Background: an optimization exercise with open tools, aiming at small area. Do not read the settings as production practice. RTL that was checked went through simulation tests only; none was proved equivalent to the original. Function not checked in run 2: the RTL went through the layout flow alone. Power figures rest on the tool's default switching activity, not on a simulated workload.

==> flow/design.v (outline; a module is shown in full before it is edited, if it fits) <==
// module UART_Buffer: 356 lines
// module TxUART: 51 lines
// module UART: 162 lines
// module PulseWidthModulation: 35 lines
// module ToneDetection: 141 lines
// module CollisionDetection: 158 lines
// module DirectionControl: 194 lines
// module Drive: 289 lines
// module TopModule: 139 lines
module TopModule(
	input clk,
	input rst,
	output hbEnA, 
	output hbEnB, 
	output hbIn1, 
	output hbIn2, 
	output hbIn3,
	output hbIn4,
	input RFS, 
	input RRS,
	input RMS,
	input LFS, 
	input LRS,
	input LMS,
	output sevenSeg0, 
	output sevenSeg1, 
	output sevenSeg2, 
	output sevenSeg3,
	input pushBtn1,
	input pushBtn2,
	input pushBtn3,
	input pushBtn4,
	input bandPass1k,
	input bandPass1_5k,
	input bandPass2k,
	input bandPass2_5k,
	input bandPass3k,
	input colDetF,
	input colDetR, 
	output led1,
	output led2,
	output led3,
	output txData
	);
  // ...
==> flow/flow/run.sh <==
#!/bin/bash
# Layout flow: the standard flow, except that
# - after the standard synthesis the combinational logic is re-mapped for area
#   (flow/reopt.tcl); registers keep their cells and names;
# - ports are buffered with the smallest buffer (BUFFER_PORTS_ARGS);
# - clock tree synthesis runs without dummy loads (CTS_ARGS).
set -euo pipefail
R=orfs/results/${FLOW_PLATFORM}/TopModule/base
bash standard.sh synth > standard_synth.log 2>&1
cp "$R/1_2_yosys.v" std_synth.v
yosys -c flow/reopt.tcl > reopt.log 2>&1
cp reopt.v "$R/1_2_yosys.v"
bash standard.sh \
  "BUFFER_PORTS_ARGS=-buffer_cell sky130_fd_sc_hd__buf_1" \
  "CTS_ARGS=-sink_clustering_enable -repair_clock_nets -dont_use_dummy_load -buf_list sky130_fd_sc_hd__clkbuf_16 -sink_clustering_size 30 -sink_clustering_max_diameter 80" \
  finish > standard_layout.log 2>&1
==> flow/flow/reopt.tcl <==
# Re-map the standard synthesis netlist's combinational logic for area.
# Reads std_synth.v, writes reopt.v. Flip-flops stay as they are (same
# instances, cells and names); every other cell is flattened to its function
# and mapped again by ABC with an area-oriented script.
yosys -import
set lib $::env(FLOW_HOME)/platforms/sky130hd/lib/sky130_fd_sc_hd__tt_025C_1v80.lib
set dont_use {}
foreach c {probe_p_8 probec_p_8 lpflow_bleeder_1
  lpflow_clkbufkapwr_1 lpflow_clkbufkapwr_16 lpflow_clkbufkapwr_2 lpflow_clkbufkapwr_4 lpflow_clkbufkapwr_8
  lpflow_clkinvkapwr_1 lpflow_clkinvkapwr_16 lpflow_clkinvkapwr_2 lpflow_clkinvkapwr_4 lpflow_clkinvkapwr_8
  lpflow_decapkapwr_12 lpflow_decapkapwr_3 lpflow_decapkapwr_4 lpflow_decapkapwr_6 lpflow_decapkapwr_8
  lpflow_inputiso0n_1 lpflow_inputiso0p_1 lpflow_inputiso1n_1 lpflow_inputiso1p_1 lpflow_inputisolatch_1
  lpflow_isobufsrc_1 lpflow_isobufsrc_16 lpflow_isobufsrc_2 lpflow_isobufsrc_4 lpflow_isobufsrc_8
  lpflow_isobufsrckapwr_16 lpflow_lsbuf_lh_hl_isowell_tap_1 lpflow_lsbuf_lh_hl_isowell_tap_2
  lpflow_lsbuf_lh_hl_isowell_tap_4 lpflow_lsbuf_lh_isowell_4 lpflow_lsbuf_lh_isowell_tap_1
  lpflow_lsbuf_lh_isowell_tap_2 lpflow_lsbuf_lh_isowell_tap_4} {
  lappend dont_use -dont_use sky130_fd_sc_hd__$c
}

read_liberty -ignore_miss_func $lib
# keep sequential cells as they are
blackbox sky130_fd_sc_hd__df* sky130_fd_sc_hd__edf* sky130_fd_sc_hd__sdf* sky130_fd_sc_hd__sedf* sky130_fd_sc_hd__dl*
read_verilog std_synth.v
hierarchy -check -top $::env(FLOW_TOP)
flatten
opt_clean
tee -o std_stat.txt stat -liberty $lib
techmap
opt -fast
abc -liberty $lib {*}$dont_use -script "+strash;&get,-n;&st;&deepsyn,-J,30,-T,300;&put;dch,-f;amap;mfs2;&get,-n;&dch,-f;&nf,-p,-R,1000;&put"
opt_clean -purge
hilomap -singleton -hicell sky130_fd_sc_hd__conb_1 HI -locell sky130_fd_sc_hd__conb_1 LO
insbuf -buf sky130_fd_sc_hd__buf_4 A X
splitnets
opt_clean -purge
tee -o reopt_stat.txt stat -liberty $lib
write_verilog -noattr -nohex -nodec reopt.v

# the written netlist must be complete: every cell a library cell, no undriven net
design -reset
read_liberty -lib $lib
read_verilog reopt.v
hierarchy -check -top $::env(FLOW_TOP)
check -assert -mapped
==> flow/standard.sh <==
#!/bin/bash
# synth_recipe.tcl (not shown) runs the flow's synth.tcl, then flattens the netlist and writes it again
# the make line also repeats each setting of config.mk as NAME=value (left out here)
make -C /OpenROAD-flow-scripts/flow DESIGN_CONFIG=/design/flow/config.mk WORK_HOME=/design/flow/orfs CLKGATE_MAP_FILE= SYNTH_SCRIPT=/design/flow/synth_recipe.tcl "${@:-finish}"
==> flow/config.mk <==
export PLATFORM = sky130hd
export DESIGN_NAME = TopModule
export DESIGN_NICKNAME = TopModule
export VERILOG_FILES = /design/flow/design.v
export SDC_FILE = /design/flow/constraint.sdc
export NUM_CORES = 4
export LEC_CHECK = 0
export CAP_MARGIN = 20
export CORE_MARGIN = 2
export CORE_UTILIZATION = 40
export CTS_BUF_LIST = sky130_fd_sc_hd__clkbuf_16
export CTS_CLUSTER_DIAMETER = 80
export CTS_CLUSTER_SIZE = 30
export SLEW_MARGIN = 20
==> flow/constraint.sdc <==
create_clock -name core_clock -period 10.0 [get_ports {clk}]
set_input_delay 2.0000 -clock core_clock [delete_from_list [all_inputs] [get_ports {clk}]]
set_output_delay 2.0000 -clock core_clock [all_outputs]
set_load 0.01 [all_outputs]
==> impl_metrics.py, run 1 <==
metrics = {
    "routing": {
        "highest_layer": "met4",
        "met2_length_microns": 13000,
        "wl_met3_microns": 2050,
    },
    "floorplan": {
        "core_sq_um": 25800,
    },
    "grt": {
        "grt_usage": 0.211,
        "grt_pass1_vias": 8871,
        "grt_max_degree": 71,
        "grt_pass1_wl_microns": 47900,
        "grt.busiest_layer": "met2",
    },
    "clock_network": {
        "worstSkewPairLatency_ps": 490,
        "path_clk_slew_ps": 110,
        "cts_made_buffers": 13,
        "cts_root_buf": "clkbuf_16",
        "post_cts_buffers": 0,
    },
    "sta": {
        "finalClockSkew_ps": 49.9,
        "hold_slack_ps": 334,
        "worst_slew_pin_slew_ps": 984,
        "setup_violations": 0,
    },
    "final_layout": {
        "multi_input_area_share": 0.485,
        "fill_cells": 2599,
        "fin_cells": 1560,
        "nClkBuffers": 13,
        "drive_gt1_frac": 0.0229,
    },
    "synth": {
        "yosys_warnings": 8,
    },
    "power": {
        "pwr-share-clk": 0.321,
        "power-top-group": "registers",
        "switching_share": 0.227,
    },
    "setup_path": {
        "cp.depth": 13,
        "endpoint": "myDrive.timer[0]$_SDFFE_PP0P_",
        "startpoint": "pushBtn1",
    },
    "placed_design": {
        "place_area_sq_um": 11000,
        "gp_congestion": 1.01,
    },
    "run_status": {
        "status": "finished clean",
    },
    "run": {
        "drv_cap": 0,
    },
    "min_path": {
        "hold_depth": 0,
    },
}
==> module DirectionControl, before the edit <==
module DirectionControl(
		input clk,
		input rst,
		input RFS,
		input RRS,
		input RMS,
		input LMS,
		input LFS,
		input LRS,
		input direction,
		output [3:0]DIR,
		output reg [1:0]state,
		output reg [1:0]leadSens
   );
parameter PWM_FULL_SPEED_PERCENT_ON = 80;
parameter PWM_HARD_SPEED_PERCENT_ON = 80;
parameter PWM_VEER_SPEED_PERCENT_ON = 42;
parameter PWM_NINETY_SPEED_PERCENT_ON = 50;
parameter PWM_NINETY_FAST_SPEED_PERCENT_ON = 80;
parameter PWM_FREQUENCY  = 80;
parameter PWM_COUNT_FREQ = 50_000/(PWM_FREQUENCY);
parameter PWM_COUNT_FULL_SPEED_ON   = PWM_COUNT_FREQ*PWM_FULL_SPEED_PERCENT_ON/100;
parameter PWM_COUNT_VEER_SPEED_ON   = PWM_COUNT_FREQ*PWM_VEER_SPEED_PERCENT_ON/100;
parameter PWM_COUNT_HARD_SPEED_ON   = PWM_COUNT_FREQ*PWM_HARD_SPEED_PERCENT_ON/100;
parameter PWM_COUNT_NINETY_SPEED_ON   = PWM_COUNT_FREQ*PWM_NINETY_SPEED_PERCENT_ON/100;
parameter PWM_COUNT_NINETY_FAST_SPEED_ON   = PWM_COUNT_FREQ*PWM_NINETY_FAST_SPEED_PERCENT_ON/100;
parameter DRIVE = 2'b00;
parameter COLLISION = 2'b10;
parameter JUNCTION = 2'b11;
parameter DC_PROCEED = 2'b00;
parameter DC_TURN_LEFT = 2'b01;
parameter DC_TURN_RIGHT = 2'b10;
parameter DC_STOP = 2'b11;
parameter DC_FULL = 2'b00;
parameter DC_VEER = 2'b01;
parameter DC_HARD = 2'b10;
parameter TD_FORWARD = 3'b000;
parameter TD_LEFT = 3'b001;
parameter TD_RIGHT = 3'b010;
parameter TD_REVERSE = 3'b011;
parameter TD_STOP = 3'b100;
parameter TD_HOLD = 3'b101;
parameter J_DETECT = 2'b00;
parameter J_MANEUVER = 2'b01;
parameter J_COMPLETE = 2'b10;
parameter HB_RIGHT = 4'b1010;
parameter HB_LEFT = 4'b0101;
parameter HB_STRAIGHT = 4'b0110;
parameter HB_STOP = 4'b0000;
parameter FORWARDS = 1'b1;
parameter REVERSE = 1'b0;
parameter P_IDLE = 0;
parameter P_LOAD_MESSAGE = 1;
parameter P_DC_DIR = 2;
parameter P_DIR_STATE = 3;
parameter P_DRIVE_STATE = 4;
parameter P_JUNCTION_STATE = 5;
parameter P_TONE_DIR = 6;
parameter P_CLEAR_TERM = 7;
parameter CLEAR_SCREEN_COUNT = 30;
parameter C_HOLD_DOWN_SIGNAL = 7_500;
parameter C_HOLD_DOWN_NO_SIGNAL = 7_000;
parameter C_NO_COL_PAUSE = 25_000;
parameter C_FORWARDS = 1;
parameter C_BACKWARDS = 0;
parameter C_NO_COL_DETECT = 0;
parameter C_VALIDATE_SIGNAL = 1;
parameter C_COLLISION_STATE = 2;
parameter C_DRIVE = 1;
parameter C_STOP = 0; 
parameter INTERSECT_TIMER = 20_000;  
parameter NORMAL = 3'b000;
parameter DEBOUNCE = 3'b001;
parameter CHANGE_DIR = 3'b010;
parameter CHK_INTERSECT = 3'b011;
parameter CHK_SKINNY = 3'b100;
parameter SKINNY_MAX = 25_000;
parameter SKINNY_LEFT = SKINNY_MAX/4;
parameter SKINNY_RIGHT = SKINNY_MAX/2+SKINNY_LEFT;
parameter SKINNY_ORIGIN = SKINNY_MAX;
parameter VEER_RIGHT = 4'b10_01;
parameter HARD_RIGHT = 4'b10_10;
parameter NINETY_RIGHT = 4'b10_11;
parameter VEER_LEFT = 4'b01_01;
parameter HARD_LEFT = 4'b01_10;
parameter NINETY_LEFT = 4'b01_11;
parameter PROCEED = 4'b00_00;
parameter STOP = 4'b11_11;
	localparam S_NORMAL = 2'd0;
	localparam S_CHANGE_DIR = 2'd1;
	localparam S_CHK_SKINNY = 2'd2;
	localparam S_CHK_INTERSECT = 2'd3;
	localparam P_LEFT1 = 2'd0;
	localparam P_RIGHT = 2'd1;
	localparam P_LEFT2 = 2'd2;
	localparam [14:0] C_6249 = 15'h0c5b;
	localparam [14:0] C_6250 = 15'h18b7;
	localparam [14:0] C_12499 = 15'h63de;
	localparam [14:0] C_20000 = 15'h45e6;
	reg [3:0] dirReg;
	assign DIR = {dirReg[3:2], dirReg[3] | dirReg[2], dirReg[0]};
	reg [14:0] count;
	reg [1:0] skinnyPhase;
	wire [14:0] countNext = {count[13:0], ~(count[14] ^ count[13])};
	reg [5:0] unstableIn;
	reg [5:0] stableSignal;
	reg [5:0] bufferedSignal;
	reg changeF;
	reg changeR;
	always@(posedge clk)begin
	if(rst)begin
		dirReg <= STOP;
		state <= S_NORMAL;
		leadSens <= 0;
		count <= 0;
		skinnyPhase <= P_LEFT1;
		unstableIn <= 0;
		stableSignal <= 0;
		bufferedSignal <= 0;
		changeF <= 0;
		changeR <= 0;
	end
	else begin
		changeF <= (stableSignal[5:2] != bufferedSignal[5:2]);
		changeR <= (stableSignal[3:0] != bufferedSignal[3:0]);
		stableSignal <= bufferedSignal;
		bufferedSignal <= unstableIn;
		unstableIn <= ~{RFS, LFS, RMS, LMS, RRS, LRS};
		if (direction == FORWARDS)
			leadSens <= stableSignal[5:4];
		else
			leadSens <= stableSignal[1:0];
		case(state)
			S_NORMAL: begin
				if ((direction == FORWARDS) ? changeF : changeR)
					state <= S_CHANGE_DIR;
			end
			S_CHANGE_DIR: begin
				case (leadSens)
					2'b11: begin dirReg <= PROCEED; state <= S_NORMAL; end
					2'b10: begin dirReg <= HARD_RIGHT; state <= S_NORMAL; end
					2'b01: begin dirReg <= HARD_LEFT; state <= S_NORMAL; end
					2'b00: state <= S_CHK_SKINNY;
				endcase
			end
			S_CHK_SKINNY: begin
				count <= countNext;
				if(skinnyPhase == P_LEFT2 && count == C_6250)begin
					state <= S_CHK_INTERSECT;
					count <= 0;
					skinnyPhase <= P_LEFT1;
				end
				else begin
					dirReg <= (skinnyPhase == P_RIGHT) ? HARD_RIGHT : HARD_LEFT;
					if(leadSens)begin
						state <= S_CHANGE_DIR;
						count <= 0;
						skinnyPhase <= P_LEFT1;
					end
					else if(skinnyPhase == P_LEFT1 && count == C_6249)begin
						skinnyPhase <= P_RIGHT;
						count <= 0;
					end
					else if(skinnyPhase == P_RIGHT && count == C_12499)begin
						skinnyPhase <= P_LEFT2;
						count <= 0;
					end
				end
			end
			S_CHK_INTERSECT: begin
				if (leadSens != 2'b00) begin
					state <= S_CHANGE_DIR;
					count <= 0;
				end
				else if (count == C_20000) begin
					dirReg <= STOP;
					state <= S_NORMAL;
					count <= 0;
				end
				else if (stableSignal[3:2] == 2'b01 && DIR != NINETY_RIGHT) begin
					dirReg <= NINETY_LEFT;
				end
				else if (stableSignal[3:2] == 2'b10 && DIR != NINETY_LEFT) begin
					dirReg <= NINETY_RIGHT;
				end
				else if (DIR != NINETY_RIGHT && DIR != NINETY_LEFT)begin
					count <= countNext;
					dirReg <= PROCEED;
				end
			end
		endcase
	end
	end
endmodule
==> module Drive, before the edit <==
module Drive(
	input clk,
	input rst,
	input colDetect,
	input [3:0] dirControl,
	input veerSpeedPwm,
	input fullSpeedPwm,
	input ninetySpeedPwm,
	input [2:0] toneDir,
	output hbIn1,
	output hbIn2,
	output hbIn3,
	output hbIn4,
	output reg enableToneDetection,
	output reg hbEnA,
	output reg hbEnB,
	output reg [1:0] driveState,
	output reg direction,
	output reg [1:0] junctionState,
	input [1:0] leadSense,
	input stopAdvance,
	input toneClear,
	output [14:0] stopCount
	);
parameter PWM_FULL_SPEED_PERCENT_ON = 80;
parameter PWM_HARD_SPEED_PERCENT_ON = 80;
parameter PWM_VEER_SPEED_PERCENT_ON = 42;
parameter PWM_NINETY_SPEED_PERCENT_ON = 50;
parameter PWM_NINETY_FAST_SPEED_PERCENT_ON = 80;
parameter PWM_FREQUENCY  = 80;
parameter PWM_COUNT_FREQ = 50_000/(PWM_FREQUENCY);
parameter PWM_COUNT_FULL_SPEED_ON   = PWM_COUNT_FREQ*PWM_FULL_SPEED_PERCENT_ON/100;
parameter PWM_COUNT_VEER_SPEED_ON   = PWM_COUNT_FREQ*PWM_VEER_SPEED_PERCENT_ON/100;
parameter PWM_COUNT_HARD_SPEED_ON   = PWM_COUNT_FREQ*PWM_HARD_SPEED_PERCENT_ON/100;
parameter PWM_COUNT_NINETY_SPEED_ON   = PWM_COUNT_FREQ*PWM_NINETY_SPEED_PERCENT_ON/100;
parameter PWM_COUNT_NINETY_FAST_SPEED_ON   = PWM_COUNT_FREQ*PWM_NINETY_FAST_SPEED_PERCENT_ON/100;
parameter DRIVE = 2'b00;
parameter COLLISION = 2'b10;
parameter JUNCTION = 2'b11;
parameter DC_PROCEED = 2'b00;
parameter DC_TURN_LEFT = 2'b01;
parameter DC_TURN_RIGHT = 2'b10;
parameter DC_STOP = 2'b11;
parameter DC_FULL = 2'b00;
parameter DC_VEER = 2'b01;
parameter DC_HARD = 2'b10;
parameter TD_FORWARD = 3'b000;
parameter TD_LEFT = 3'b001;
parameter TD_RIGHT = 3'b010;
parameter TD_REVERSE = 3'b011;
parameter TD_STOP = 3'b100;
parameter TD_HOLD = 3'b101;
parameter J_DETECT = 2'b00;
parameter J_MANEUVER = 2'b01;
parameter J_COMPLETE = 2'b10;
parameter HB_RIGHT = 4'b1010;
parameter HB_LEFT = 4'b0101;
parameter HB_STRAIGHT = 4'b0110;
parameter HB_STOP = 4'b0000;
parameter FORWARDS = 1'b1;
parameter REVERSE = 1'b0;
parameter P_IDLE = 0;
parameter P_LOAD_MESSAGE = 1;
parameter P_DC_DIR = 2;
parameter P_DIR_STATE = 3;
parameter P_DRIVE_STATE = 4;
parameter P_JUNCTION_STATE = 5;
parameter P_TONE_DIR = 6;
parameter P_CLEAR_TERM = 7;
parameter CLEAR_SCREEN_COUNT = 30;
parameter C_HOLD_DOWN_SIGNAL = 7_500;
parameter C_HOLD_DOWN_NO_SIGNAL = 7_000;
parameter C_NO_COL_PAUSE = 25_000;
parameter C_FORWARDS = 1;
parameter C_BACKWARDS = 0;
parameter C_NO_COL_DETECT = 0;
parameter C_VALIDATE_SIGNAL = 1;
parameter C_COLLISION_STATE = 2;
parameter C_DRIVE = 1;
parameter C_STOP = 0; 
parameter INTERSECT_TIMER = 20_000;  
parameter NORMAL = 3'b000;
parameter DEBOUNCE = 3'b001;
parameter CHANGE_DIR = 3'b010;
parameter CHK_INTERSECT = 3'b011;
parameter CHK_SKINNY = 3'b100;
parameter SKINNY_MAX = 25_000;
parameter SKINNY_LEFT = SKINNY_MAX/4;
parameter SKINNY_RIGHT = SKINNY_MAX/2+SKINNY_LEFT;
parameter SKINNY_ORIGIN = SKINNY_MAX;
parameter VEER_RIGHT = 4'b10_01;
parameter HARD_RIGHT = 4'b10_10;
parameter NINETY_RIGHT = 4'b10_11;
parameter VEER_LEFT = 4'b01_01;
parameter HARD_LEFT = 4'b01_10;
parameter NINETY_LEFT = 4'b01_11;
parameter PROCEED = 4'b00_00;
parameter STOP = 4'b11_11;
	reg dirPrev;
	reg hbA;       
	reg hbB;       
	reg hbStop;    
	reg [2:0] junctionManeuver;
	reg [16:0] timer;
	reg straightPhase;
	localparam [16:0] T_25000 = 17'h13f18;
	localparam [16:0] T_50000 = 17'h0bbc3;
	localparam [16:0] T_74999 = 17'h1f5cd;
	localparam [16:0] T_125000 = 17'h11d08;
	wire [16:0] timerNext = {timer[15:0], ~(timer[16] ^ timer[13])};
	wire [16:0] stopNext = {timer[15:0], ~(timer[14] ^ timer[13])};
	assign stopCount = timer[14:0];
	wire [3:0] regHbRight = dirPrev ? HB_RIGHT : ~HB_RIGHT;
	wire [3:0] regHbLeft = dirPrev ? HB_LEFT : ~HB_LEFT;
	wire [3:0] regHbStraight = dirPrev ? HB_STRAIGHT : ~HB_STRAIGHT;
	assign hbIn1 = hbA;
	assign hbIn2 = !hbA && !hbStop;
	assign hbIn3 = hbB;
	assign hbIn4 = !hbB && !hbStop;
	task setHb;
		input [3:0] pattern;
		begin
			hbA <= pattern[0];
			hbB <= pattern[2];
			hbStop <= (pattern == HB_STOP);
		end
	endtask
	always @(posedge clk)
		dirPrev <= direction;
	always @(posedge clk)
		enableToneDetection <= !rst && (driveState == JUNCTION) && (junctionState == J_DETECT);
	always @(posedge clk) begin
	if(rst)begin
		hbEnA <= 0;
		hbEnB <= 0;
		driveState <= DRIVE;
		direction <= FORWARDS;
		hbA <= 0;
		hbB <= 0;
		hbStop <= 1;
		junctionState <= J_COMPLETE;
		junctionManeuver <= TD_HOLD;
		timer <= 0;
		straightPhase <= 0;
	end
	else begin
		case(driveState)
			DRIVE: begin
				if(!colDetect) begin
					driveState <= COLLISION;
				end
				else if(dirControl[3:2] == DC_TURN_LEFT)begin
					if(!dirControl[0]) begin
						hbEnA <= veerSpeedPwm;
						hbEnB <= fullSpeedPwm;
					end
					else begin
						hbEnA <= (direction == FORWARDS) ? ninetySpeedPwm : fullSpeedPwm;
						hbEnB <= ninetySpeedPwm;
					end
					setHb(regHbLeft);
				end
				else if(dirControl[3:2] == DC_TURN_RIGHT) begin
					if(!dirControl[0]) begin
						hbEnA <= fullSpeedPwm;
						hbEnB <= veerSpeedPwm;
					end
					else begin
						hbEnA <= ninetySpeedPwm;
						hbEnB <= (direction == FORWARDS) ? ninetySpeedPwm : fullSpeedPwm;
					end
					setHb(regHbRight);
				end
				else if(dirControl[3:2] == DC_PROCEED) begin
					hbEnA <= fullSpeedPwm;
					hbEnB <= fullSpeedPwm;
					setHb(regHbStraight);
				end
				else begin
					hbEnA <= 0;
					hbEnB <= 0;
					setHb(HB_STOP);
					driveState <= JUNCTION;
				end
			end
			COLLISION: begin
				if (colDetect) begin
					timer <= timerNext;
					if (timer == T_25000) begin
						driveState <= DRIVE;
						timer <= 0;
					end
				end
				hbEnA <= fullSpeedPwm;
				hbEnB <= fullSpeedPwm;
				setHb(HB_STOP);
			end
			JUNCTION: begin
				case(junctionState)
					J_DETECT: begin
						if(toneDir <= TD_STOP)begin
							junctionState <= J_MANEUVER;
							junctionManeuver <= toneDir;
							timer <= 0;
						end
						else if(toneClear)
							timer <= 0;
						else if(stopAdvance)
							timer <= stopNext;
						if(toneDir == TD_FORWARD)
							direction <= FORWARDS;
						else if(toneDir == TD_REVERSE)
							direction <= REVERSE;
					end
					J_MANEUVER: begin
						timer <= timerNext;
						if(junctionManeuver == TD_FORWARD || junctionManeuver == TD_REVERSE)begin
							if(timer != T_50000)begin
								hbEnA <= fullSpeedPwm;
								hbEnB <= fullSpeedPwm;
								setHb(regHbStraight);
								if(leadSense)begin
									driveState <= DRIVE;
									junctionState <= J_COMPLETE;
									timer <= 0;
									straightPhase <= 0;
								end
							end
							else begin
								timer <= 0;
								straightPhase <= 0;
								junctionState <= J_COMPLETE;
								driveState <= DRIVE;
							end
						end
						else if(junctionManeuver == TD_LEFT || junctionManeuver == TD_RIGHT)begin
							if(!straightPhase)begin
								hbEnA <= ninetySpeedPwm;
								hbEnB <= ninetySpeedPwm;
								setHb((junctionManeuver == TD_LEFT) ? regHbLeft : regHbRight);
								if(timer == T_74999)
									straightPhase <= 1;
							end
							else if(timer != T_125000)begin
								hbEnA <= fullSpeedPwm;
								hbEnB <= fullSpeedPwm;
								setHb(regHbStraight);
								if(leadSense)begin
									driveState <= DRIVE;
									junctionState <= J_COMPLETE;
									timer <= 0;
									straightPhase <= 0;
								end
							end
							else begin
								timer <= 0;
								straightPhase <= 0;
								junctionState <= J_COMPLETE;
								driveState <= DRIVE;
							end
						end
						else if(junctionManeuver == TD_STOP)begin
							if(timer != T_25000)begin
								hbEnA <= fullSpeedPwm;
								hbEnB <= fullSpeedPwm;
								setHb(HB_STOP);
							end
							else begin
								timer <= 0;
								straightPhase <= 0;
								junctionState <= J_COMPLETE;
								driveState <= DRIVE;
							end
						end
						else begin
							timer <= 0;
							junctionState <= J_COMPLETE;
							junctionManeuver <= 5;
						end
					end
					J_COMPLETE: begin
						junctionState <= J_DETECT;
					end
				endcase
			end
		endcase
	end
	end
endmodule
==> inputs of run 2 (changes only) <==
--- a/flow/design.v
+++ b/flow/design.v
@@ -994,5 +994,5 @@
 		input direction,
 		output [3:0]DIR,
-		output reg [1:0]state,
+		output [1:0]state,
 		output reg [1:0]leadSens
    );
@@ -1071,11 +1071,12 @@
 parameter PROCEED = 4'b00_00;
 parameter STOP = 4'b11_11;
-	localparam S_NORMAL = 2'd0;
-	localparam S_CHANGE_DIR = 2'd1;
-	localparam S_CHK_SKINNY = 2'd2;
-	localparam S_CHK_INTERSECT = 2'd3;
-	localparam P_LEFT1 = 2'd0;
-	localparam P_RIGHT = 2'd1;
-	localparam P_LEFT2 = 2'd2;
+	localparam S_NORMAL = 3'b000;
+	localparam S_CHANGE_DIR = 3'b001;
+	localparam S_CHK_INTERSECT = 3'b011;
+	localparam S_SKINNY_LEFT1 = 3'b010;
+	localparam S_SKINNY_RIGHT = 3'b110;
+	localparam S_SKINNY_LEFT2 = 3'b100;
+	reg [2:0] st;
+	assign state = {st[2] | st[1], st[0]};
 	localparam [14:0] C_6249 = 15'h0c5b;
 	localparam [14:0] C_6250 = 15'h18b7;
@@ -1085,5 +1086,4 @@
 	assign DIR = {dirReg[3:2], dirReg[3] | dirReg[2], dirReg[0]};
 	reg [14:0] count;
-	reg [1:0] skinnyPhase;
 	wire [14:0] countNext = {count[13:0], ~(count[14] ^ count[13])};
 	reg [5:0] unstableIn;
@@ -1095,8 +1095,7 @@
 	if(rst)begin
 		dirReg <= STOP;
-		state <= S_NORMAL;
+		st <= S_NORMAL;
 		leadSens <= 0;
 		count <= 0;
-		skinnyPhase <= P_LEFT1;
 		unstableIn <= 0;
 		stableSignal <= 0;
@@ -1115,37 +1114,35 @@
 		else
 			leadSens <= stableSignal[1:0];
-		case(state)
+		case(st)
 			S_NORMAL: begin
 				if ((direction == FORWARDS) ? changeF : changeR)
-					state <= S_CHANGE_DIR;
+					st <= S_CHANGE_DIR;
 			end
 			S_CHANGE_DIR: begin
 				case (leadSens)
-					2'b11: begin dirReg <= PROCEED; state <= S_NORMAL; end
-					2'b10: begin dirReg <= HARD_RIGHT; state <= S_NORMAL; end
-					2'b01: begin dirReg <= HARD_LEFT; state <= S_NORMAL; end
-					2'b00: state <= S_CHK_SKINNY;
+					2'b11: begin dirReg <= PROCEED; st <= S_NORMAL; end
+					2'b10: begin dirReg <= HARD_RIGHT; st <= S_NORMAL; end
+					2'b01: begin dirReg <= HARD_LEFT; st <= S_NORMAL; end
+					2'b00: st <= S_SKINNY_LEFT1;
 				endcase
 			end
-			S_CHK_SKINNY: begin
+			S_SKINNY_LEFT1, S_SKINNY_RIGHT, S_SKINNY_LEFT2: begin
 				count <= countNext;
-				if(skinnyPhase == P_LEFT2 && count == C_6250)begin
-					state <= S_CHK_INTERSECT;
+				if(st == S_SKINNY_LEFT2 && count == C_6250)begin
+					st <= S_CHK_INTERSECT;
 					count <= 0;
-					skinnyPhase <= P_LEFT1;
 				end
 				else begin
-					dirReg <= (skinnyPhase == P_RIGHT) ? HARD_RIGHT : HARD_LEFT;
+					dirReg <= (st == S_SKINNY_RIGHT) ? HARD_RIGHT : HARD_LEFT;
 					if(leadSens)begin
-						state <= S_CHANGE_DIR;
+						st <= S_CHANGE_DIR;
 						count <= 0;
-						skinnyPhase <= P_LEFT1;
 					end
-					else if(skinnyPhase == P_LEFT1 && count == C_6249)begin
-						skinnyPhase <= P_RIGHT;
+					else if(st == S_SKINNY_LEFT1 && count == C_6249)begin
+						st <= S_SKINNY_RIGHT;
 						count <= 0;
 					end
-					else if(skinnyPhase == P_RIGHT && count == C_12499)begin
-						skinnyPhase <= P_LEFT2;
+					else if(st == S_SKINNY_RIGHT && count == C_12499)begin
+						st <= S_SKINNY_LEFT2;
 						count <= 0;
 					end
@@ -1154,10 +1151,10 @@
 			S_CHK_INTERSECT: begin
 				if (leadSens != 2'b00) begin
-					state <= S_CHANGE_DIR;
+					st <= S_CHANGE_DIR;
 					count <= 0;
 				end
 				else if (count == C_20000) begin
 					dirReg <= STOP;
-					state <= S_NORMAL;
+					st <= S_NORMAL;
 					count <= 0;
 				end
@@ -1280,5 +1277,9 @@
 	reg hbB;       
 	reg hbStop;    
-	reg [2:0] junctionManeuver;
+	localparam M_STRAIGHT = 2'd0;
+	localparam M_LEFT = 2'd1;
+	localparam M_RIGHT = 2'd2;
+	localparam M_STOP = 2'd3;
+	reg [1:0] junctionManeuver;
 	reg [16:0] timer;
 	reg straightPhase;
@@ -1319,5 +1320,4 @@
 		hbStop <= 1;
 		junctionState <= J_COMPLETE;
-		junctionManeuver <= TD_HOLD;
 		timer <= 0;
 		straightPhase <= 0;
@@ -1380,5 +1380,7 @@
 						if(toneDir <= TD_STOP)begin
 							junctionState <= J_MANEUVER;
-							junctionManeuver <= toneDir;
+							junctionManeuver <= (toneDir == TD_LEFT) ? M_LEFT :
+							                    (toneDir == TD_RIGHT) ? M_RIGHT :
+							                    (toneDir == TD_STOP) ? M_STOP : M_STRAIGHT;
 							timer <= 0;
 						end
@@ -1394,5 +1396,5 @@
 					J_MANEUVER: begin
 						timer <= timerNext;
-						if(junctionManeuver == TD_FORWARD || junctionManeuver == TD_REVERSE)begin
+						if(junctionManeuver == M_STRAIGHT)begin
 							if(timer != T_50000)begin
 								hbEnA <= fullSpeedPwm;
@@ -1413,9 +1415,9 @@
 							end
 						end
-						else if(junctionManeuver == TD_LEFT || junctionManeuver == TD_RIGHT)begin
+						else if(junctionManeuver == M_LEFT || junctionManeuver == M_RIGHT)begin
 							if(!straightPhase)begin
 								hbEnA <= ninetySpeedPwm;
 								hbEnB <= ninetySpeedPwm;
-								setHb((junctionManeuver == TD_LEFT) ? regHbLeft : regHbRight);
+								setHb((junctionManeuver == M_LEFT) ? regHbLeft : regHbRight);
 								if(timer == T_74999)
 									straightPhase <= 1;
@@ -1439,5 +1441,5 @@
 							end
 						end
-						else if(junctionManeuver == TD_STOP)begin
+						else begin
 							if(timer != T_25000)begin
 								hbEnA <= fullSpeedPwm;
@@ -1452,9 +1454,4 @@
 							end
 						end
-						else begin
-							timer <= 0;
-							junctionState <= J_COMPLETE;
-							junctionManeuver <= 5;
-						end
 					end
 					J_COMPLETE: begin
--- a/flow/config.mk
+++ b/flow/config.mk
@@ -8,5 +8,5 @@
 export CAP_MARGIN = 20
 export CORE_MARGIN = 2
-export CORE_UTILIZATION = 40
+export CORE_UTILIZATION = 55
 export CTS_BUF_LIST = sky130_fd_sc_hd__clkbuf_16
 export CTS_CLUSTER_DIAMETER = 80
==> run 2 against run 1 <==
  * Still clean
  * Non-clock buffer count down 1
  * Count of clock-buffer cells in the layout down 1
  * Power down 1.8%
  * Routed wire length down 3.8%
  * Synthesized area down 0.50%
  * Cell count down 7.4%
  * Fmax down 7.2%
  * Die area down 27%
  * Critical path depth up 5
==> impl_metrics.py, run 2 <==
metrics = {
    "floorplan": {
        "ioPinCount": 33,
        "core_sq_um": 18600,
        "rows": 50,
        "die_w_microns": 142,
        "die_h_microns": 142,
        "start_util": 0.558,
        "die-area_sq_um": 20000,
    },
    "routing": {
        "ant_nets": 0,
        "drc_errors": 0,
        "drt_pass1_iterations": 8,
        "routed_wl_microns": 28600,
        "vias_per_cell": 6.66,
        "drtIter0Drc": 1377,
        "wl_per_cell_microns": 19.8,
        "vias": 9629,
    },
    "grt": {
        "grt_pass1_wl_microns": 46500,
        "grt_usage": 0.287,
        "grt_max_degree": 52,
        "gr-total-overflow": 0,
        "antenna_found_initial": 0,
        "grt_pass1_vias": 8718,
    },
    "placed_design": {
        "gp_congestion": 1.07,
        "dp_slack_ps": 4790,
        "numPortBuffers": 28,
        "dp_hpwl_microns": 20200,
    },
    "setup_path": {
        "cp-end-kind": "register",
        "path_buf_inv": 2,
        "worst_ep_arrival_time_ps": 5340,
        "crit_top_cell": "nand3_1",
        "reg2reg_depth": 18,
        "required_ps": 10310,
        "cp.depth": 18,
        "crit_chain": "clkinv_1, nand2_1, nor2_1, a21oi_1, nand3_1, nor3_1, nand2_1, or4_1, or4_1, clkinv_1, nand3_1, o21ai_0, nor4_1, and3_1, o31ai_1, nand3_1, nor4_1, a21oi_1",
        "crit_fanout": 13,
        "crit_type": "register to register",
        "worst_setup_path_start_kind": "register",
        "r2r_slack_ps": 4970,
        "slowest_delay_ps": 620,
        "cp_top_family": "simple AND/OR/NAND/NOR gates",
        "crit_path_top_delay_cell": "dfxtp_1",
    },
    "sta": {
        "slew_headroom": 0.290,
        "rsz0062_at_grt": "no",
        "period_share": 0.503,
        "setup_violations": 0,
        "period_minus_slack_ps": 5030,
        "fmax_mhz": 199,
        "maxSlewViolCount": 0,
        "worst_slew_pin_slew_ps": 1060,
        "finalClockSkew_ps": 63.2,
        "setup_ws_ps": 4970,
        "hold_viol": 0,
        "finalSetupTns_ps": 0,
    },
    "power": {
        "max-vdd-ir-drop_mv": 0.145,
        "total_power_uw": 1590,
        "leakage_uw": 0.00400,
        "power_density_nw_per_um2": 142,
    },
    "synth": {
        "synth_area_sq_um": 10400,
        "yosys_warnings": 8,
        "syn_area_per_cell_sq_um": 8.95,
        "synthesis.instances": 1163,
    },
    "clock_network": {
        "path_clk_slew_ps": 100,
        "worstSkewPairLatency_ps": 490,
        "cts_hold_buf": 0,
        "cts_tree": "built",
        "cts.htree.levels": 1,
        "cts.path.max_buffers": 3,
        "clkSinkCount": 237,
        "cts_made_buffers": 12,
        "post_cts_resized": 0,
        "cts_root_buf": "clkbuf_16",
        "post_cts_buffers": 0,
    },
    "final_layout": {
        "final_nets": 1232,
        "largest_reg_flops": 17,
        "drive_gt1_frac": 0.0206,
        "mostFrequentLayoutCells": "dfxtp_1 (224), nor2_1 (140), a22o_1 (131)",
        "num_antenna_cells": 0,
        "syn_to_final_growth_pct": 7.30,
        "regMostFlops": "myDrive.timer",
        "final_common_cell": "dfxtp_1",
    },
    "min_path": {
        "hp-class": "register to register",
        "hold_depth": 0,
    },
    "run_status": {
        "status": "finished clean",
    },
    "run": {
        "drv_cap": 0,
    },
}
[run 2: worst reg2reg max path, delay by kind of cell (launching register included)]
family                 cells  cell delay [ps]
buffers and inverters      2              390
DFF                        1              620
AOI/OAI and AO/OA          4              780
and+or+nand+nor           12             3090
[run 2: metal layers]
layer,vias to the layer above,track usage,wire length (microns)
li1,4507,-,-
met1,4384,0.409,12400
met2,554,0.425,11800
met3,184,0.0665,2830
met4,0,0.104,1590
met5,-,0,0
[run 2: report_power, final]
part | switching (uW) | internal, uW
sequential | 26.5 | 974
combinational | 57.9 | 34.7
clock | 277 | 217
total | 362 | 1230
[run 2: cell type report]
| class | count | area, sq um |
|---|---|---|
| Clock buffer | 12 | 300 |
| Fill cell | 1666 | 7480 |
| Inverter | 15 | 56.3 |
| Multi-Input combinational cell | 910 | 5470 |
| Sequential cell | 237 | 4870 |
| Tap cell | 234 | 293 |
| Timing Repair Buffer | 37 | 174 |
[run 2: per-stage QoR]
step	hold WS, ps	cells	instance area [sq um]	utilization
after global placement	313	1433	10900	0.582
final	341	1445	11200	0.599
after floorplan	310	1166	10400	-
after CTS	344	1445	11200	0.598
after detailed placement	315	1433	10900	0.582
after global routing	353	1445	11200	0.599
[run 2: final timing paths]
check,from,end
max,myUART.myTxUART.readIdx[2]$_SDFFE_PP0P_,myUART.myTxUART.txData$_SDFFE_PP1P_
min,myToneDetection.bufferBandPass[1]$_DFF_P_,myToneDetection.bandPass[1]$_DFF_P_
max reg2reg,myUART.myTxUART.readIdx[2]$_SDFFE_PP0P_,myUART.myTxUART.txData$_SDFFE_PP1P_
min reg2reg,myToneDetection.bufferBandPass[1]$_DFF_P_,myToneDetection.bandPass[1]$_DFF_P_
==> module ToneDetection, before the edit <==
module ToneDetection(
	 input clk,
	 input rst,
	 input enableToneDetection,
	 input pushBtn1,
	 input pushBtn2,
	 input pushBtn3,
	 input pushBtn4,
	 input rawBandPass1k,
	 input rawBandPass1_5k,
	 input rawBandPass2k,
	 input rawBandPass2_5k,
	 input rawBandPass3k,
	 output reg [2:0] toneDir,
	 input [14:0] stopCount,
	 output stopAdvance,
	 output toneClear
    );
parameter PWM_FULL_SPEED_PERCENT_ON = 80;
parameter PWM_HARD_SPEED_PERCENT_ON = 80;
parameter PWM_VEER_SPEED_PERCENT_ON = 42;
parameter PWM_NINETY_SPEED_PERCENT_ON = 50;
parameter PWM_NINETY_FAST_SPEED_PERCENT_ON = 80;
parameter PWM_FREQUENCY  = 80;
parameter PWM_COUNT_FREQ = 50_000/(PWM_FREQUENCY);
parameter PWM_COUNT_FULL_SPEED_ON   = PWM_COUNT_FREQ*PWM_FULL_SPEED_PERCENT_ON/100;
parameter PWM_COUNT_VEER_SPEED_ON   = PWM_COUNT_FREQ*PWM_VEER_SPEED_PERCENT_ON/100;
parameter PWM_COUNT_HARD_SPEED_ON   = PWM_COUNT_FREQ*PWM_HARD_SPEED_PERCENT_ON/100;
parameter PWM_COUNT_NINETY_SPEED_ON   = PWM_COUNT_FREQ*PWM_NINETY_SPEED_PERCENT_ON/100;
parameter PWM_COUNT_NINETY_FAST_SPEED_ON   = PWM_COUNT_FREQ*PWM_NINETY_FAST_SPEED_PERCENT_ON/100;
parameter DRIVE = 2'b00;
parameter COLLISION = 2'b10;
parameter JUNCTION = 2'b11;
parameter DC_PROCEED = 2'b00;
parameter DC_TURN_LEFT = 2'b01;
parameter DC_TURN_RIGHT = 2'b10;
parameter DC_STOP = 2'b11;
parameter DC_FULL = 2'b00;
parameter DC_VEER = 2'b01;
parameter DC_HARD = 2'b10;
parameter TD_FORWARD = 3'b000;
parameter TD_LEFT = 3'b001;
parameter TD_RIGHT = 3'b010;
parameter TD_REVERSE = 3'b011;
parameter TD_STOP = 3'b100;
parameter TD_HOLD = 3'b101;
parameter J_DETECT = 2'b00;
parameter J_MANEUVER = 2'b01;
parameter J_COMPLETE = 2'b10;
parameter HB_RIGHT = 4'b1010;
parameter HB_LEFT = 4'b0101;
parameter HB_STRAIGHT = 4'b0110;
parameter HB_STOP = 4'b0000;
parameter FORWARDS = 1'b1;
parameter REVERSE = 1'b0;
parameter P_IDLE = 0;
parameter P_LOAD_MESSAGE = 1;
parameter P_DC_DIR = 2;
parameter P_DIR_STATE = 3;
parameter P_DRIVE_STATE = 4;
parameter P_JUNCTION_STATE = 5;
parameter P_TONE_DIR = 6;
parameter P_CLEAR_TERM = 7;
parameter CLEAR_SCREEN_COUNT = 30;
parameter C_HOLD_DOWN_SIGNAL = 7_500;
parameter C_HOLD_DOWN_NO_SIGNAL = 7_000;
parameter C_NO_COL_PAUSE = 25_000;
parameter C_FORWARDS = 1;
parameter C_BACKWARDS = 0;
parameter C_NO_COL_DETECT = 0;
parameter C_VALIDATE_SIGNAL = 1;
parameter C_COLLISION_STATE = 2;
parameter C_DRIVE = 1;
parameter C_STOP = 0; 
parameter INTERSECT_TIMER = 20_000;  
parameter NORMAL = 3'b000;
parameter DEBOUNCE = 3'b001;
parameter CHANGE_DIR = 3'b010;
parameter CHK_INTERSECT = 3'b011;
parameter CHK_SKINNY = 3'b100;
parameter SKINNY_MAX = 25_000;
parameter SKINNY_LEFT = SKINNY_MAX/4;
parameter SKINNY_RIGHT = SKINNY_MAX/2+SKINNY_LEFT;
parameter SKINNY_ORIGIN = SKINNY_MAX;
parameter VEER_RIGHT = 4'b10_01;
parameter HARD_RIGHT = 4'b10_10;
parameter NINETY_RIGHT = 4'b10_11;
parameter VEER_LEFT = 4'b01_01;
parameter HARD_LEFT = 4'b01_10;
parameter NINETY_LEFT = 4'b01_11;
parameter PROCEED = 4'b00_00;
parameter STOP = 4'b11_11;
	localparam [14:0] TONE_HELD = 15'h6f73;  
	function [14:0] step;
		input [14:0] q;
		step = {q[13:0], ~(q[14] ^ q[13])};
	endfunction
	reg [14:0] leftCount;
	reg [14:0] rightCount;
	reg [14:0] reverseCount;
	reg [14:0] straightCount;
	reg [4:0] bufferBandPass;
	reg [4:0] bandPass;
	wire isStop = bandPass[0];
	wire isStraight = !isStop && (pushBtn1 || bandPass[1]);
	wire isLeft = !isStop && !isStraight && (pushBtn2 || bandPass[2]);
	wire isRight = !isStop && !isStraight && !isLeft && (pushBtn3 || bandPass[3]);
	wire isReverse = !isStop && !isStraight && !isLeft && !isRight && (pushBtn4 || bandPass[4]);
	wire hit = (isStop && stopCount == TONE_HELD) ||
	           (isStraight && straightCount == TONE_HELD) ||
	           (isLeft && leftCount == TONE_HELD) ||
	           (isRight && rightCount == TONE_HELD) ||
	           (isReverse && reverseCount == TONE_HELD);
	assign stopAdvance = isStop;
	assign toneClear = !enableToneDetection || hit;
	always@(posedge clk)begin
		bufferBandPass <= {rawBandPass3k, rawBandPass2_5k, rawBandPass2k, rawBandPass1_5k, rawBandPass1k};
		bandPass <= bufferBandPass;
		if(!enableToneDetection || hit)begin
			leftCount <= 0;
			rightCount <= 0;
			reverseCount <= 0;
			straightCount <= 0;
		end
		else begin
			if(isStraight) straightCount <= step(straightCount);
			if(isLeft) leftCount <= step(leftCount);
			if(isRight) rightCount <= step(rightCount);
			if(isReverse) reverseCount <= step(reverseCount);
		end
		if(!enableToneDetection)
			toneDir <= TD_HOLD;
		else if(hit)begin
			if(isStop) toneDir <= TD_STOP;
			else if(isStraight) toneDir <= TD_FORWARD;
			else if(isLeft) toneDir <= TD_LEFT;
			else if(isRight) toneDir <= TD_RIGHT;
			else toneDir <= TD_REVERSE;
		end
	end
endmodule
==> module TopModule, before the edit <==
module TopModule(
	input clk,
	input rst,
	output hbEnA, 
	output hbEnB, 
	output hbIn1, 
	output hbIn2, 
	output hbIn3,
	output hbIn4,
	input RFS, 
	input RRS,
	input RMS,
	input LFS, 
	input LRS,
	input LMS,
	output sevenSeg0, 
	output sevenSeg1, 
	output sevenSeg2, 
	output sevenSeg3,
	input pushBtn1,
	input pushBtn2,
	input pushBtn3,
	input pushBtn4,
	input bandPass1k,
	input bandPass1_5k,
	input bandPass2k,
	input bandPass2_5k,
	input bandPass3k,
	input colDetF,
	input colDetR, 
	output led1,
	output led2,
	output led3,
	output txData
	);
	wire colDetect;
	wire [3:0] dirControl;
	wire fullSpeedPwm;
	wire veerSpeedPwm;
	wire ninetySpeedPwm;
	wire [2:0] toneDir;
	wire [1:0] driveState;
	wire direction;
	wire enableToneDetection;
	wire [1:0] junctionState;
	wire [1:0] dirState;
	wire [1:0] leadSense;
	wire [14:0] stopCount;
	wire stopAdvance;
	wire toneClear;
	assign sevenSeg0 = 1;
	assign sevenSeg1 = 1;
	assign sevenSeg2 = 1;
	assign sevenSeg3 = 1;
	DirectionControl myDirectionControl(
		.clk (clk),
		.rst (rst),
		.RFS (RFS),
		.RRS (RRS),
		.RMS (RMS),
		.LFS (LFS),
		.LRS (LRS),
		.LMS (LMS),
		.direction (direction),
		.DIR (dirControl),
		.state (dirState),
		.leadSens (leadSense)
	);
	CollisionDetection myCollisionDetection(
		.clk (clk),
		.rst (rst),
		.direction (direction),
		.colDetFrontRaw (colDetF),
		.colDetRearRaw (colDetR),
		.led1 (led1),
		.led2 (led2),
		.led3 (led3),
		.colDetect (colDetect)
	);
	ToneDetection myToneDetection (
		.clk (clk),
		.rst (rst),
		.enableToneDetection (enableToneDetection),
		.pushBtn1 (pushBtn1),
		.pushBtn2 (pushBtn2),
		.pushBtn3 (pushBtn3),
		.pushBtn4 (pushBtn4),
		.rawBandPass1k (bandPass1k),
		.rawBandPass1_5k (bandPass1_5k),
		.rawBandPass2k (bandPass2k),
		.rawBandPass2_5k (bandPass2_5k),
		.rawBandPass3k (bandPass3k),
		.toneDir (toneDir),
		.stopCount (stopCount),
		.stopAdvance (stopAdvance),
		.toneClear (toneClear)
	);
	UART myUART(
		.clk (clk),
		.rst (rst),
		.dirControl (dirControl),
		.driveState (driveState),
		.txData (txData),
		.junctionState (junctionState),
		.toneDir (toneDir),
		.dirState (dirState)
	);
	PulseWidthModulation myPulseWidthModulation(
		.clk (clk),
		.rst (rst),
		.fullSpeedPwm (fullSpeedPwm),
		.veerSpeedPwm (veerSpeedPwm),
		.ninetySpeedPwm (ninetySpeedPwm)
	);
	Drive myDrive(
		.clk (clk),
		.rst (rst),
		.colDetect (colDetect),
		.dirControl (dirControl),
		.veerSpeedPwm (veerSpeedPwm),
		.fullSpeedPwm (fullSpeedPwm),
		.ninetySpeedPwm (ninetySpeedPwm),
		.toneDir (toneDir),
		.hbIn1 (hbIn1),
		.hbIn2 (hbIn2),
		.hbIn3 (hbIn3),
		.hbIn4 (hbIn4),
		.hbEnA (hbEnA),
		.hbEnB (hbEnB),
		.driveState (driveState),
		.direction (direction),
		.enableToneDetection (enableToneDetection),
		.junctionState (junctionState),
		.leadSense (leadSense),
		.stopAdvance (stopAdvance),
		.toneClear (toneClear),
		.stopCount (stopCount)
	);
endmodule
==> inputs of run 3 (changes only) <==
--- a/flow/design.v
+++ b/flow/design.v
@@ -696,5 +696,5 @@
 	 input rawBandPass3k,
 	 output reg [2:0] toneDir,
-	 input [14:0] stopCount,
+	 input stopHeld,
 	 output stopAdvance,
 	 output toneClear
@@ -790,5 +790,5 @@
 	wire isRight = !isStop && !isStraight && !isLeft && (pushBtn3 || bandPass[3]);
 	wire isReverse = !isStop && !isStraight && !isLeft && !isRight && (pushBtn4 || bandPass[4]);
-	wire hit = (isStop && stopCount == TONE_HELD) ||
+	wire hit = (isStop && stopHeld) ||
 	           (isStraight && straightCount == TONE_HELD) ||
 	           (isLeft && leftCount == TONE_HELD) ||
@@ -1197,5 +1197,5 @@
 	input stopAdvance,
 	input toneClear,
-	output [14:0] stopCount
+	output stopHeld
 	);
 parameter PWM_FULL_SPEED_PERCENT_ON = 80;
@@ -1284,11 +1284,11 @@
 	reg [16:0] timer;
 	reg straightPhase;
-	localparam [16:0] T_25000 = 17'h13f18;
-	localparam [16:0] T_50000 = 17'h0bbc3;
-	localparam [16:0] T_74999 = 17'h1f5cd;
-	localparam [16:0] T_125000 = 17'h11d08;
+	localparam [16:0] T_END = 17'h01e5a;
+	localparam [16:0] L_25000 = 17'h0dc2c;
+	localparam [16:0] L_50000 = 17'h0da1c;
+	localparam [16:0] L_74999 = 17'h0d23c;
 	wire [16:0] timerNext = {timer[15:0], ~(timer[16] ^ timer[13])};
-	wire [16:0] stopNext = {timer[15:0], ~(timer[14] ^ timer[13])};
-	assign stopCount = timer[14:0];
+	wire timerEnd = (timer == T_END);
+	assign stopHeld = timerEnd;
 	wire [3:0] regHbRight = dirPrev ? HB_RIGHT : ~HB_RIGHT;
 	wire [3:0] regHbLeft = dirPrev ? HB_LEFT : ~HB_LEFT;
@@ -1320,5 +1320,5 @@
 		hbStop <= 1;
 		junctionState <= J_COMPLETE;
-		timer <= 0;
+		timer <= L_25000;
 		straightPhase <= 0;
 	end
@@ -1366,7 +1366,7 @@
 				if (colDetect) begin
 					timer <= timerNext;
-					if (timer == T_25000) begin
+					if (timerEnd) begin
 						driveState <= DRIVE;
-						timer <= 0;
+						timer <= L_25000;
 					end
 				end
@@ -1383,10 +1383,11 @@
 							                    (toneDir == TD_RIGHT) ? M_RIGHT :
 							                    (toneDir == TD_STOP) ? M_STOP : M_STRAIGHT;
-							timer <= 0;
+							timer <= (toneDir == TD_LEFT || toneDir == TD_RIGHT) ? L_74999 :
+							         (toneDir == TD_STOP) ? L_25000 : L_50000;
 						end
 						else if(toneClear)
-							timer <= 0;
+							timer <= L_25000;
 						else if(stopAdvance)
-							timer <= stopNext;
+							timer <= timerNext;
 						if(toneDir == TD_FORWARD)
 							direction <= FORWARDS;
@@ -1397,5 +1398,5 @@
 						timer <= timerNext;
 						if(junctionManeuver == M_STRAIGHT)begin
-							if(timer != T_50000)begin
+							if(!timerEnd)begin
 								hbEnA <= fullSpeedPwm;
 								hbEnB <= fullSpeedPwm;
@@ -1404,10 +1405,10 @@
 									driveState <= DRIVE;
 									junctionState <= J_COMPLETE;
-									timer <= 0;
+									timer <= L_25000;
 									straightPhase <= 0;
 								end
 							end
 							else begin
-								timer <= 0;
+								timer <= L_25000;
 								straightPhase <= 0;
 								junctionState <= J_COMPLETE;
@@ -1420,8 +1421,10 @@
 								hbEnB <= ninetySpeedPwm;
 								setHb((junctionManeuver == M_LEFT) ? regHbLeft : regHbRight);
-								if(timer == T_74999)
+								if(timerEnd)begin
 									straightPhase <= 1;
+									timer <= L_50000;
+								end
 							end
-							else if(timer != T_125000)begin
+							else if(!timerEnd)begin
 								hbEnA <= fullSpeedPwm;
 								hbEnB <= fullSpeedPwm;
@@ -1430,10 +1433,10 @@
 									driveState <= DRIVE;
 									junctionState <= J_COMPLETE;
-									timer <= 0;
+									timer <= L_25000;
 									straightPhase <= 0;
 								end
 							end
 							else begin
-								timer <= 0;
+								timer <= L_25000;
 								straightPhase <= 0;
 								junctionState <= J_COMPLETE;
@@ -1442,5 +1445,5 @@
 						end
 						else begin
-							if(timer != T_25000)begin
+							if(!timerEnd)begin
 								hbEnA <= fullSpeedPwm;
 								hbEnB <= fullSpeedPwm;
@@ -1448,5 +1451,5 @@
 							end
 							else begin
-								timer <= 0;
+								timer <= L_25000;
 								straightPhase <= 0;
 								junctionState <= J_COMPLETE;
@@ -1512,5 +1515,5 @@
 	wire [1:0] dirState;
 	wire [1:0] leadSense;
-	wire [14:0] stopCount;
+	wire stopHeld;
 	wire stopAdvance;
 	wire toneClear;
@@ -1558,5 +1561,5 @@
 		.rawBandPass3k (bandPass3k),
 		.toneDir (toneDir),
-		.stopCount (stopCount),
+		.stopHeld (stopHeld),
 		.stopAdvance (stopAdvance),
 		.toneClear (toneClear)
@@ -1601,5 +1604,5 @@
 		.stopAdvance (stopAdvance),
 		.toneClear (toneClear),
-		.stopCount (stopCount)
+		.stopHeld (stopHeld)
 	);
 endmodule
==> run 3 against run 2 <==
  * Still clean on timing, DRC and antenna
  * Count of clock-buffer cells in the layout is the same
  * First-iteration DRC count shrank 35%
  * Combinational power shrank 13%
  * Cell count shrank 0.28%
  * Sequential share of layout area grew 0.28 points
  * Die area shrank 1.0%
  * Global-route usage shrank 0.82 points
  * Synthesized area shrank 1.0%
  * Utilization is essentially flat
  * Highest routed layer unchanged
==> impl_metrics.py, run 3 <==
metrics = {
    "final_layout": {
        "syn_to_final_growth_pct": 7.73,
        "final_nets": 1228,
        "fin_cells": 1441,
        "drive_gt1_frac": 0.0240,
        "fill_cells": 1670,
        "stdcell_area_sq_um": 11100,
        "final_common_cell": "dfxtp_1",
        "num_antenna_cells": 0,
        "mostFrequentLayoutCells": "dfxtp_1 (224), nor2_1 (146), a22o_1 (118)",
        "regMostFlops": "myDrive.timer",
        "largest_reg_flops": 17,
        "postLayoutCoreUtil": 0.599,
    },
    "power": {
        "power_density_nw_per_um2": 142,
        "leakage_uw": 0.00389,
        "total_power_uw": 1570,
        "max-vdd-ir-drop_mv": 0.140,
    },
    "setup_path": {
        "reg2reg_depth": 13,
        "worst_setup_path_start_kind": "input port",
        "r2r-start": "myUART.myTxUART.readIdx[5]$_SDFFE_PP0P_",
        "cp.depth": 12,
        "crit_fanout": 12,
        "r2r_end": "myUART.myTxUART.txData$_SDFFE_PP1P_",
        "r2r_slack_ps": 5800,
        "endpoint": "myDrive.timer[9]$_SDFFE_PP0P_",
        "crit_type": "input port to register",
        "cp_top_family": "simple AND/OR/NAND/NOR gates",
        "path_buf_inv": 1,
        "cp-end-kind": "register",
        "required_ps": 10400,
        "slowest_delay_ps": 490,
        "crit_chain": "buf_1, or3_1, nor2_1, nor3_1, a22o_1, nor3_1, nand2_1, or3_1, o22ai_1, and2_0, nand2_1, a31oi_1",
        "worst_ep_arrival_time_ps": 5390,
        "startpoint": "pushBtn1",
        "crit_path_top_delay_cell": "and2_0",
    },
    "sta": {
        "rsz0062_at_grt": "no",
        "slew_headroom": 0.378,
        "hold_viol": 0,
        "setup_violations": 0,
        "fmax_mhz": 200,
        "finalClockSkew_ps": 37.5,
        "finalSetupTns_ps": 0,
        "worst_slew_pin_slew_ps": 930,
        "period_minus_slack_ps": 4990,
        "maxSlewViolCount": 0,
        "period_share": 0.499,
    },
    "placed_design": {
        "dp_hpwl_microns": 19800,
        "gp_congestion": 1.02,
        "place_area_sq_um": 10800,
        "numPortBuffers": 28,
        "placed_cells": 1429,
    },
    "grt": {
        "grt_usage": 0.278,
        "grt_pass1_wl_microns": 45400,
        "gr-total-overflow": 0,
        "use_met3": 0.0397,
        "antenna_found_initial": 0,
        "met1_usage": 0.382,
        "grt_pass1_vias": 8681,
        "grt.busiest_layer": "met2",
        "grt_max_degree": 71,
        "gr-usage-met2": 0.439,
    },
    "routing": {
        "drtIter0Drc": 901,
        "wl_per_cell_microns": 19.4,
        "vias": 9481,
        "routed_wl_microns": 27900,
        "drt_pass1_iterations": 5,
        "ant_nets": 0,
        "drc_errors": 0,
        "vias_per_cell": 6.58,
    },
    "clock_network": {
        "cts_made_buffers": 12,
        "cts.path.max_buffers": 3,
        "cts_root_buf": "clkbuf_16",
        "cts_tree": "built",
        "path_clk_slew_ps": 110,
        "post_cts_buffers": 0,
        "cts.htree.levels": 1,
        "clkSinkCount": 237,
        "cts_hold_buf": 0,
        "worstSkewPairLatency_ps": 470,
        "post_cts_resized": 0,
    },
    "floorplan": {
        "die_h_microns": 141,
        "rows": 50,
        "core_sq_um": 18500,
        "start_util": 0.556,
        "die_w_microns": 141,
        "ioPinCount": 33,
        "die-area_sq_um": 19800,
    },
    "run_status": {
        "status": "finished clean",
    },
    "synth": {
        "synth_area_sq_um": 10300,
        "synthesis.instances": 1153,
        "yosys_warnings": 8,
        "syn_area_per_cell_sq_um": 8.93,
    },
    "min_path": {
        "hp-class": "register to register",
    },
    "run": {
        "drv_cap": 0,
    },
}
run 3: final cells by class:
cell class / instances / area, sq um / area share
Clock buffer: 12 / 300 / 0.0271
Inverter: 14 / 52.6 / 0.00474
Multi-Input combinational cell: 901 / 5350 / 0.483
Sequential cell: 237 / 4870 / 0.439
Tap cell: 234 / 293 / 0.0264
Timing Repair Buffer: 43 / 219 / 0.0197
run 3: worst min-delay path by stage:
stage	from	endpoint	slack (ps)	depth (start not counted)
final	myToneDetection.bufferBandPass[4]$_DFF_P_	myToneDetection.bandPass[4]$_DFF_P_	340	0
after global routing	myToneDetection.bufferBandPass[1]$_DFF_P_	myToneDetection.bandPass[1]$_DFF_P_	350	0
after CTS	myToneDetection.bufferBandPass[4]$_DFF_P_	myToneDetection.bandPass[4]$_DFF_P_	340	0
after detailed placement	myToneDetection.bufferBandPass[4]$_DFF_P_	myToneDetection.bandPass[4]$_DFF_P_	310	0
after global placement	myToneDetection.bufferBandPass[4]$_DFF_P_	myToneDetection.bandPass[4]$_DFF_P_	310	0
after floorplan	myToneDetection.bufferBandPass[0]$_DFF_P_	myToneDetection.bandPass[0]$_DFF_P_	310	0
run 3: power by group:
| group | internal [uW] | switching (uW) | total [uW] | leakage, uW |
|---|---|---|---|---|
| Sequential | 977 | 24.2 | 1000 | 0.00194 |
| Combinational | 31.8 | 49.0 | 80.8 | 0.00181 |
| Clock | 217 | 274 | 491 | 0.000148 |
| Total | 1230 | 347 | 1570 | 0.00389 |
run 3: per-stage QoR:
| stage | setup WS (ps) | hold WS [ps] |
|---|---|---|
| 6_report | 5010 | 337 |
| 5_1_grt | 4640 | 346 |
| 4_1_cts | 5040 | 340 |
| 3_5_place_dp | 4560 | 315 |
| 3_3_place_gp | 4710 | 311 |
| 2_1_floorplan | 5120 | 310 |
run 3: routing by layer:
layer | routed length (microns) | vias up
li1 | - | 4468
met1 | 11900 | 4388
met2 | 12300 | 479
met3 | 2230 | 146
met4 | 1540 | 0
met5 | 0 | -
==> inputs of run 4 (changes only) <==
--- a/flow/flow/reopt.tcl
+++ b/flow/flow/reopt.tcl
@@ -31,5 +31,5 @@
 opt_clean -purge
 hilomap -singleton -hicell sky130_fd_sc_hd__conb_1 HI -locell sky130_fd_sc_hd__conb_1 LO
-insbuf -buf sky130_fd_sc_hd__buf_4 A X
+insbuf -buf sky130_fd_sc_hd__buf_1 A X
 splitnets
 opt_clean -purge
==> run 4 against run 3 <==
  * Critical path depth is the same
  * Worst hold slack hardly changed
  * Combinational power down 0.7%
  * Global-route usage hardly changed
  * Die area shrank 0.14%
  * Routed wire length grew 1.1%
  * Cell area is 0.38% lower
  * Sequential cell count unchanged
  * Clock skew grew 32 ps
  * Largest power group unchanged
==> impl_metrics.py, run 4 <==
metrics = {
    "floorplan": {
        "ioPinCount": 33,
        "start_util": 0.555,
        "rows": 50,
        "die_h_microns": 141,
        "die-area_sq_um": 19800,
        "core_sq_um": 18500,
        "die_w_microns": 141,
    },
    "final_layout": {
        "final_nets": 1223,
        "syn_to_final_growth_pct": 7.47,
        "final_common_cell": "dfxtp_1",
        "largest_reg_flops": 17,
        "regMostFlops": "myDrive.timer",
        "mostFrequentLayoutCells": "dfxtp_1 (224), nor2_1 (147), a22o_1 (118)",
        "num_antenna_cells": 0,
        "drive_gt1_frac": 0.0191,
    },
    "setup_path": {
        "required_ps": 10420,
        "crit_type": "input port to register",
        "worst_setup_path_start_kind": "input port",
        "r2r-start": "myUART.myTxUART.readIdx[4]$_SDFFE_PP1P_",
        "reg2reg_depth": 14,
        "crit_fanout": 12,
        "r2r_slack_ps": 5770,
        "startpoint": "pushBtn1",
        "path_buf_inv": 1,
        "worst_ep_arrival_time_ps": 5450,
        "crit_chain": "buf_1, or3_1, nor2_1, nor3_1, a22o_1, nor3_1, nand2_1, or3_1, o22ai_1, and2_0, nand2_1, a31oi_1",
        "r2r_end": "myUART.myTxUART.txData$_SDFFE_PP1P_",
        "cp-end-kind": "register",
        "crit_path_top_delay_cell": "and2_0",
        "slowest_delay_ps": 510,
        "cp_top_family": "simple AND/OR/NAND/NOR gates",
    },
    "min_path": {
        "hold_depth": 0,
        "worstHoldEndpoint": "myToneDetection.bandPass[3]$_DFF_P_",
        "hp-class": "register to register",
        "min-delay-start": "myToneDetection.bufferBandPass[3]$_DFF_P_",
    },
    "grt": {
        "gr-total-overflow": 0,
        "grt_pass1_vias": 8641,
        "antenna_found_initial": 0,
        "grt_max_degree": 70,
        "grt_usage": 0.278,
        "grt_pass1_wl_microns": 45200,
    },
    "clock_network": {
        "cts_root_buf": "clkbuf_16",
        "path_clk_slew_ps": 110,
        "post_cts_buffers": 0,
        "clkSinkCount": 237,
        "cts.htree.levels": 1,
        "cts_made_buffers": 12,
        "cts_hold_buf": 0,
        "worstSkewPairLatency_ps": 490,
        "post_cts_resized": 0,
        "cts.path.max_buffers": 3,
        "cts_tree": "built",
    },
    "synth": {
        "synthesis.instances": 1153,
        "syn_area_per_cell_sq_um": 8.92,
        "yosys_warnings": 8,
        "synth_area_sq_um": 10300,
    },
    "routing": {
        "drt_pass1_iterations": 6,
        "drc_errors": 0,
        "vias_per_cell": 6.54,
        "drtIter0Drc": 946,
        "ant_nets": 0,
        "vias": 9397,
        "wl_per_cell_microns": 19.7,
        "routed_wl_microns": 28200,
    },
    "sta": {
        "period_share": 0.503,
        "rsz0062_at_grt": "no",
        "worst_slew_pin_slew_ps": 981,
        "maxSlewViolCount": 0,
        "fmax_mhz": 199,
        "hold_viol": 0,
        "period_minus_slack_ps": 5030,
        "setup_violations": 0,
        "slew_headroom": 0.343,
        "finalClockSkew_ps": 69.1,
        "finalSetupTns_ps": 0,
    },
    "placed_design": {
        "numPortBuffers": 28,
        "dp_hpwl_microns": 20100,
        "gp_congestion": 1.05,
    },
    "power": {
        "power_density_nw_per_um2": 142,
        "total_power_uw": 1570,
        "max-vdd-ir-drop_mv": 0.168,
        "leakage_uw": 0.00387,
    },
    "run_status": {
        "status": "finished clean",
    },
    "run": {
        "drv_cap": 0,
    },
}
## run 4: report_power, final
| part | internal, uW | switching [uW] |
|---|---|---|
| sequential | 977 | 23.8 |
| clock | 217 | 275 |
| combinational | 31.4 | 48.8 |
| total | 1220 | 348 |
## run 4: how the worst max path moves through the flow
stage,slack (ps),endpoint,depth (start not counted)
after floorplan,5120,myDrive.timer[9]$_SDFFE_PP0P_,11
after global placement,4690,myDrive.timer[9]$_SDFFE_PP0P_,12
after detailed placement,4510,myDrive.timer[9]$_SDFFE_PP0P_,12
after CTS,5010,myDrive.timer[9]$_SDFFE_PP0P_,12
after global routing,4680,myDrive.timer[9]$_SDFFE_PP0P_,12
final,4970,myDrive.timer[9]$_SDFFE_PP0P_,12
## run 4: metrics by stage
step,hold WS [ps],instances,setup WS [ps],cell area (sq um),util
finish,337,1436,4970,11100,0.597
global route,345,1436,4680,11100,0.597
CTS,339,1435,5010,11000,0.596
detailed placement,314,1423,4510,10700,0.580
global placement,311,1423,4690,10700,0.580
floorplan,310,1156,5120,10300,-
## run 4: cell type report
type / count / area, sq um
fillers: 1699 / 7470
multi-input cells: 901 / 5350
flip-flops and latches: 237 / 4870
clock buffers: 12 / 300
well taps: 234 / 293
repair buffers: 38 / 179
inverters: 14 / 52.6
## run 4: metal layers
metal | routed length, microns | track usage | vias up | share of wire
met3 | 2120 | 0.0520 | 148 | 0.075
met4 | 1580 | 0.136 | 0 | 0.056
met5 | 0 | 0 | - | 0
met1 | 12100 | 0.374 | 4350 | 0.43
li1 | - | - | 4447 | -
met2 | 12400 | 0.434 | 452 | 0.44

[re-timing with driven ports]
Ports are ideal in the flow. The routed layouts listed here were re-timed in OpenROAD.
Step 1: set_driving_cell puts a clkbuf_16 on clk and a buf_2 on each other input, an assumption about the parent block.
Step 2 also shifts input and output timing later by t, the mid clock arrival at the registers, as if the neighbouring blocks saw the same clock.
Slacks: ideal ports / drivers / drivers and shift; pairs: ideal ports / drivers.
| run | t, ns | setup slack, ns | slew at the worst register clock pin (ns) | worst data-port slew with drivers (ns) | cell pins on the clock port's net |
|---|---|---|---|---|---|
| run 1 | 0.514 | 5.334 / 5.357 / 4.843 | 0.11 / 0.11 | 0.03 | 1 |
| run 2 | 0.499 | 4.972 / 4.972 / 4.832 | 0.11 / 0.11 | 0.04 | 1 |
| run 3 | 0.494 | 5.008 / 5.019 / 4.525 | 0.11 / 0.11 | 0.04 | 1 |
| run 4 | 0.504 | 4.973 / 4.997 / 4.493 | 0.11 / 0.11 | 0.03 | 1 |
After both steps every run listed still meets setup and hold. For run 1, which loses most, drivers alone change the setup slack by +0.023 ns; drivers and shift together by -0.491 ns.
